From an optimization exercise on the open Yosys and OpenROAD flow, aimed at small area, a short achievable clock period and few clock cycles per item; shortcuts taken in it are not production practice.
At most, simulation tests tie the RTL to the original design; equivalence was not proved.

== JK ==
==> flow/design.v <==
module fa_cell (input wire a, input wire b, input wire c, output wire s, output wire co);
    assign s  = a ^ b ^ c;
    assign co = (a & b) | (a & c) | (b & c);
endmodule
module ha_cell (input wire a, input wire b, output wire s, output wire co);
    assign s  = a ^ b;
    assign co = a & b;
endmodule
module hold_cell (input wire ld, input wire hd, input wire d, input wire q, output wire o);
    assign o = (ld & d) | (hd & q);
endmodule
module hold1_cell (input wire ld, input wire hd, input wire r, input wire d, input wire q, output wire o);
    assign o = (ld & d) | (hd & q) | r;
endmodule
module fir_top #(
    parameter K  = 8,
    parameter DW = 8,
    parameter CW = 8
)(
    input  wire clk,
    input  wire rst,
    input  wire start,
    input  wire signed [DW-1:0] x_in,
    output wire signed [DW+CW+$clog2(K):0] y_out,
    output wire data_valid
);
    reg [7:0] u1, u2, u3, u4, u5, u6;
    reg [10:0] wi;                            
    wire [10:0] w = wi ^ 11'h380;
    reg [11:0] ra, rb;
    reg [11:0] y;
    reg dv;
    wire [7:0] u_in = {~x_in[7], x_in[6:0]};
    wire [10:0] w_nx;                         
    wire ld = start & ~rst;
    wire hd = ~start & ~rst;
    wire [58:0] hist = {wi, u6, u5, u4, u3, u2, u1};
    wire [58:0] hin  = {w_nx ^ 11'h380, u5, u4, u3, u2, u1, u_in};
    localparam [58:0] RST1 = {11'd0, {6{8'h80}}};
    wire [58:0] hnx;
    genvar gi;
    generate
        for (gi = 0; gi < 59; gi = gi + 1) begin : g_hist
            if (RST1[gi]) begin : g_one
                hold1_cell u_h (.ld(ld), .hd(hd), .r(rst), .d(hin[gi]), .q(hist[gi]), .o(hnx[gi]));
            end else begin : g_zero
                hold_cell u_h (.ld(ld), .hd(hd), .d(hin[gi]), .q(hist[gi]), .o(hnx[gi]));
            end
        end
    endgenerate
    always @(posedge clk)
        {wi, u6, u5, u4, u3, u2, u1} <= hnx;
    wire s1, c1;
    fa_cell u_fa1 (.a(u1[0]), .b(u2[0]), .c(u3[0]), .s(s1), .co(c1));
    wire s2, c2;
    fa_cell u_fa2 (.a(u1[1]), .b(u2[1]), .c(u3[1]), .s(s2), .co(c2));
    wire s3, c3;
    ha_cell u_ha3 (.a(u4[1]), .b(u5[1]), .s(s3), .co(c3));
    wire s4, c4;
    fa_cell u_fa4 (.a(u1[2]), .b(u2[2]), .c(u3[2]), .s(s4), .co(c4));
    wire s5, c5;
    fa_cell u_fa5 (.a(u4[2]), .b(u5[2]), .c(w[2]), .s(s5), .co(c5));
    wire s6, c6;
    fa_cell u_fa6 (.a(u1[3]), .b(u2[3]), .c(u3[3]), .s(s6), .co(c6));
    wire s7, c7;
    fa_cell u_fa7 (.a(u4[3]), .b(u5[3]), .c(w[3]), .s(s7), .co(c7));
    wire s8, c8;
    fa_cell u_fa8 (.a(u1[4]), .b(u2[4]), .c(u3[4]), .s(s8), .co(c8));
    wire s9, c9;
    fa_cell u_fa9 (.a(u4[4]), .b(u5[4]), .c(w[4]), .s(s9), .co(c9));
    wire s10, c10;
    fa_cell u_fa10 (.a(u1[5]), .b(u2[5]), .c(u3[5]), .s(s10), .co(c10));
    wire s11, c11;
    fa_cell u_fa11 (.a(u4[5]), .b(u5[5]), .c(w[5]), .s(s11), .co(c11));
    wire s12, c12;
    fa_cell u_fa12 (.a(u1[6]), .b(u2[6]), .c(u3[6]), .s(s12), .co(c12));
    wire s13, c13;
    fa_cell u_fa13 (.a(u4[6]), .b(u5[6]), .c(w[6]), .s(s13), .co(c13));
    wire s14, c14;
    fa_cell u_fa14 (.a(u1[7]), .b(u2[7]), .c(u3[7]), .s(s14), .co(c14));
    wire s15, c15;
    fa_cell u_fa15 (.a(u4[7]), .b(u5[7]), .c(w[7]), .s(s15), .co(c15));
    wire s16, c16;
    ha_cell u_ha16 (.a(u4[0]), .b(u5[0]), .s(s16), .co(c16));
    wire s17, c17;
    fa_cell u_fa17 (.a(w[1]), .b(s2), .c(s3), .s(s17), .co(c17));
    wire s18, c18;
    fa_cell u_fa18 (.a(s4), .b(s5), .c(c2), .s(s18), .co(c18));
    wire s19, c19;
    fa_cell u_fa19 (.a(s6), .b(s7), .c(c4), .s(s19), .co(c19));
    wire s20, c20;
    fa_cell u_fa20 (.a(s8), .b(s9), .c(c6), .s(s20), .co(c20));
    wire s21, c21;
    fa_cell u_fa21 (.a(s10), .b(s11), .c(c8), .s(s21), .co(c21));
    wire s22, c22;
    fa_cell u_fa22 (.a(s12), .b(s13), .c(c10), .s(s22), .co(c22));
    wire s23, c23;
    fa_cell u_fa23 (.a(s14), .b(s15), .c(c12), .s(s23), .co(c23));
    wire s24, c24;
    ha_cell u_ha24 (.a(w[8]), .b(c14), .s(s24), .co(c24));
    wire s25, c25;
    ha_cell u_ha25 (.a(w[0]), .b(s1), .s(s25), .co(c25));
    wire s26, c26;
    fa_cell u_fa26 (.a(c1), .b(s17), .c(c16), .s(s26), .co(c26));
    wire s27, c27;
    fa_cell u_fa27 (.a(c3), .b(s18), .c(c17), .s(s27), .co(c27));
    wire s28, c28;
    fa_cell u_fa28 (.a(c5), .b(s19), .c(c18), .s(s28), .co(c28));
    wire s29, c29;
    fa_cell u_fa29 (.a(c7), .b(s20), .c(c19), .s(s29), .co(c29));
    wire s30, c30;
    fa_cell u_fa30 (.a(c9), .b(s21), .c(c20), .s(s30), .co(c30));
    wire s31, c31;
    fa_cell u_fa31 (.a(c11), .b(s22), .c(c21), .s(s31), .co(c31));
    wire s32, c32;
    fa_cell u_fa32 (.a(c13), .b(s23), .c(c22), .s(s32), .co(c32));
    wire s33, c33;
    fa_cell u_fa33 (.a(c15), .b(s24), .c(c23), .s(s33), .co(c33));
    wire s34, c34;
    ha_cell u_ha34 (.a(w[9]), .b(c24), .s(s34), .co(c34));
    wire [11:0] pr0 = {1'b0, w[10], s34, s33, s32, s31, s30, s29, s28, s27, s26, s16};
    wire [11:0] pr1 = {1'b0, c34, c33, c32, c31, c30, c29, c28, c27, c26, c25, s25};
    wire [11:0] pa = {ra[11], w[10], ra[9], ra[8], ra[7], ra[6], ra[5], ra[4], ra[3], ra[2], ra[1], ra[0]};
    wire [11:0] pb = {rb[11], rb[10], rb[9], rb[8], rb[7], rb[6], rb[5], rb[4], rb[3], rb[2], rb[1], rb[0]};
    localparam [11:0] RA0 = 12'd0;
    localparam [11:0] RB0 = 12'd1536;
    wire s35, c35;
    fa_cell u_fa35 (.a(u6[0]), .b(u5[1]), .c(u6[2]), .s(s35), .co(c35));
    wire s36, c36;
    fa_cell u_fa36 (.a(u6[1]), .b(u5[2]), .c(u6[3]), .s(s36), .co(c36));
    wire s37, c37;
    fa_cell u_fa37 (.a(u6[2]), .b(u5[3]), .c(u6[4]), .s(s37), .co(c37));
    wire s38, c38;
    fa_cell u_fa38 (.a(u6[3]), .b(u5[4]), .c(u6[5]), .s(s38), .co(c38));
    wire s39, c39;
    fa_cell u_fa39 (.a(u6[4]), .b(u5[5]), .c(u6[6]), .s(s39), .co(c39));
    wire s40, c40;
    fa_cell u_fa40 (.a(u6[5]), .b(u5[6]), .c(u6[7]), .s(s40), .co(c40));
    wire s41, c41;
    ha_cell u_ha41 (.a(u6[6]), .b(u5[7]), .s(s41), .co(c41));
    wire [10:0] wr0 = {1'b0, u6[7], s41, s40, s39, s38, s37, s36, s35, u5[0], u6[0]};
    wire [10:0] wr1 = {1'b0, c41, c40, c39, c38, c37, c36, c35, 1'b0, u6[1], 1'b0};
    assign w_nx = wr0 + wr1;                  
    always @(posedge clk or posedge rst) begin
        if (rst) begin
            ra <= RA0;
            rb <= RB0;
        end else begin
            ra <= pr0;
            rb <= pr1;
        end
    end
    wire [11:0] uu = {2'b00, u_in, 2'b00};
    wire [11:0] sx = pa ^ pb;
    wire [11:0] sg = pa & pb;
    wire [11:0] so = pa | pb;
    wire [11:0] ss = sx ^ uu;
    wire [11:0] sk = sg | (uu & so);
    wire [11:0] s  = ss + {sk[10:0], 1'b0};
    always @(posedge clk)
        y <= {~s[11], s[10:0]};
    always @(posedge clk or posedge rst) begin
        if (rst) dv <= 1'b0;
        else     dv <= start;
    end
    assign y_out = {{8{y[11]}}, y};
    assign data_valid = dv;
endmodule
Settings: LEC_CHECK=0, CAP_MARGIN=20, CORE_MARGIN=2, CORE_UTILIZATION=40, CTS_BUF_LIST=sky130_fd_sc_hd__clkbuf_8, CTS_CLUSTER_SIZE=30, SETUP_SLACK_MARGIN=3.9, SLEW_MARGIN=20, SYNTH_HIERARCHICAL=1, TNS_END_PERCENT=10; clock period 6.0 ns.
standard.sh (not shown) runs the stock make flow with config.mk's settings and CLKGATE_MAP_FILE= SYNTH_SCRIPT=/design/flow/synth_recipe.tcl, a recipe that flattens the netlist after the stock synthesis.
==> flow/flow/run.sh <==
#!/bin/bash
# The standard layout (standard.sh) with these changes:
#  - port buffers are buf_1 cells instead of the flow's default pick
#    (clkdlybuf4s50_1, a slow delay cell);
#  - synthesis is the standard flow's script, except that
#    - Yosys's full/half adder extraction runs only inside the fa_cell and
#      ha_cell modules, so the final adder is left to abc as plain gates (the
#      extracted fa_1/ha_1 cells are slow on its carry path);
#    - the adders use Yosys's default carry-lookahead map, not ORFS's
#      Kogge-Stone one (abc makes them smaller and as fast from it);
#    - abc maps the top module with ORFS's abc_area.script (it builds the
#      final adder from fast NAND gates) and the small cell modules with the
#      default abc_speed.script (which keeps the history muxes as a22o).
#  - clock tree synthesis inserts no dummy loads (they only add area here).
#  Registers are untouched.
set -euo pipefail
W=$(pwd)
export BUFFER_PORTS_ARGS="-buffer_cell sky130_fd_sc_hd__buf_1"
# ORFS's clock tree settings (as config.mk would set them), without dummy loads
export CTS_ARGS="-sink_clustering_enable -repair_clock_nets -sink_clustering_size 30 -buf_list sky130_fd_sc_hd__clkbuf_8 -dont_use_dummy_load"
sed -e 's|extract_fa {\*}\[dont_use_extract_fa_args\]|extract_fa {*}[dont_use_extract_fa_args] fa_cell ha_cell|' \
    -e 's|"-extra-map \$::env(FLOW_HOME)/platforms/common/lcu_kogge_stone.v"|""|' \
    -e 's|^  log_cmd abc {\*}\$abc_args$|  log_cmd abc {*}$abc_args fir_top %n\n  log_cmd abc {*}[lreplace $abc_args 1 1 $::env(SCRIPTS_DIR)/abc_area.script] fir_top|' \
    "$FLOW_HOME/scripts/synth.tcl" > "$W/flow_synth_core.tcl"
grep -q 'dont_use_extract_fa_args\] fa_cell ha_cell' "$W/flow_synth_core.tcl"
! grep -q 'lcu_kogge_stone' "$W/flow_synth_core.tcl"
grep -q 'abc_area.script\] fir_top' "$W/flow_synth_core.tcl"
sed "s|source \$::env(SCRIPTS_DIR)/synth.tcl|source $W/flow_synth_core.tcl|" synth_recipe.tcl > "$W/flow_synth.tcl"
grep -q "flow_synth_core.tcl" "$W/flow_synth.tcl"
sed "s|SYNTH_SCRIPT=[^ ]*|SYNTH_SCRIPT=$W/flow_synth.tcl|" standard.sh > "$W/flow_standard.sh"
grep -q "SYNTH_SCRIPT=$W/flow_synth.tcl" "$W/flow_standard.sh"
bash "$W/flow_standard.sh" > "$W/standard.log" 2>&1
Modified inputs, MS compared to JK
--- a/flow/design.v
+++ b/flow/design.v
@@ -118,12 +118,10 @@
     fa_cell u_fa33 (.a(c15), .b(s24), .c(c23), .s(s33), .co(c33));
     wire s34, c34;
     ha_cell u_ha34 (.a(w[9]), .b(c24), .s(s34), .co(c34));
     wire [11:0] pr0 = {1'b0, w[10], s34, s33, s32, s31, s30, s29, s28, s27, s26, s16};
     wire [11:0] pr1 = {1'b0, c34, c33, c32, c31, c30, c29, c28, c27, c26, c25, s25};
-    wire [11:0] pa = {ra[11], w[10], ra[9], ra[8], ra[7], ra[6], ra[5], ra[4], ra[3], ra[2], ra[1], ra[0]};
-    wire [11:0] pb = {rb[11], rb[10], rb[9], rb[8], rb[7], rb[6], rb[5], rb[4], rb[3], rb[2], rb[1], rb[0]};
     localparam [11:0] RA0 = 12'd0;
     localparam [11:0] RB0 = 12'd1536;
     wire s35, c35;
     fa_cell u_fa35 (.a(u6[0]), .b(u5[1]), .c(u6[2]), .s(s35), .co(c35));
     wire s36, c36;
@@ -149,13 +147,13 @@
             ra <= pr0;
             rb <= pr1;
         end
     end
     wire [11:0] uu = {2'b00, u_in, 2'b00};
-    wire [11:0] sx = pa ^ pb;
-    wire [11:0] sg = pa & pb;
-    wire [11:0] so = pa | pb;
+    wire [11:0] sx = ra ^ rb;
+    wire [11:0] sg = ra & rb;
+    wire [11:0] so = ra | rb;
     wire [11:0] ss = sx ^ uu;
     wire [11:0] sk = sg | (uu & so);
     wire [11:0] s  = ss + {sk[10:0], 1'b0};
     always @(posedge clk)
         y <= {~s[11], s[10:0]};
### Flow results
Critical path depth in cells (higher): MS. Summary of the comparison: data-path buffer share of cell area in the final layout is lower in MS, relative to JK. Final design area excluding fillers: MS vs JK down 1.5%. Sort JK and MS by number of filler cells placed in the layout, descending, and MS comes first. [compare] base=JK new=MS: global-route usage about even; cell count after synthesis about even; fraction of area in registers rose 1.0 points; worst max-slew margin expressed relative to the limit rose 0.74 points. ~same area fraction in and, or, nand and nor cells after synthesis in JK and MS.
Testbench counts of MS, summed over its fixed seeds: cycles 16,000, items 8,000.
The RTL of JK was laid out without a check of its function.

[separate check: timing with driven ports]
Ports are ideal in the flow. The routed layouts listed here were re-timed in OpenROAD. Step 1, drivers: a clkbuf_16 drives clk and a buf_2 each remaining input, both assumed. Step 2, shift: input delay + t, output delay - t, t = (earliest + latest rising clock arrival at the registers) / 2. This alone moves slack from input paths to output paths. a / b / c = no drivers / after step 1 / after step 2; a / b = the first two.
run | t, ns | setup WS [ns] | latest minus earliest clock arrival (ns) | worst data-port slew with drivers (ns)
JK | 0.374 | 3.891 / 3.894 / 3.525 | 0.024 / 0.023 | 0.03
MS | 0.384 | 3.896 / 3.879 / 3.527 | 0.033 / 0.033 | 0.03
After both steps every run listed still meets setup and hold. For MS, which loses most, drivers alone change the setup slack by -0.017 ns; drivers and shift together by -0.369 ns.
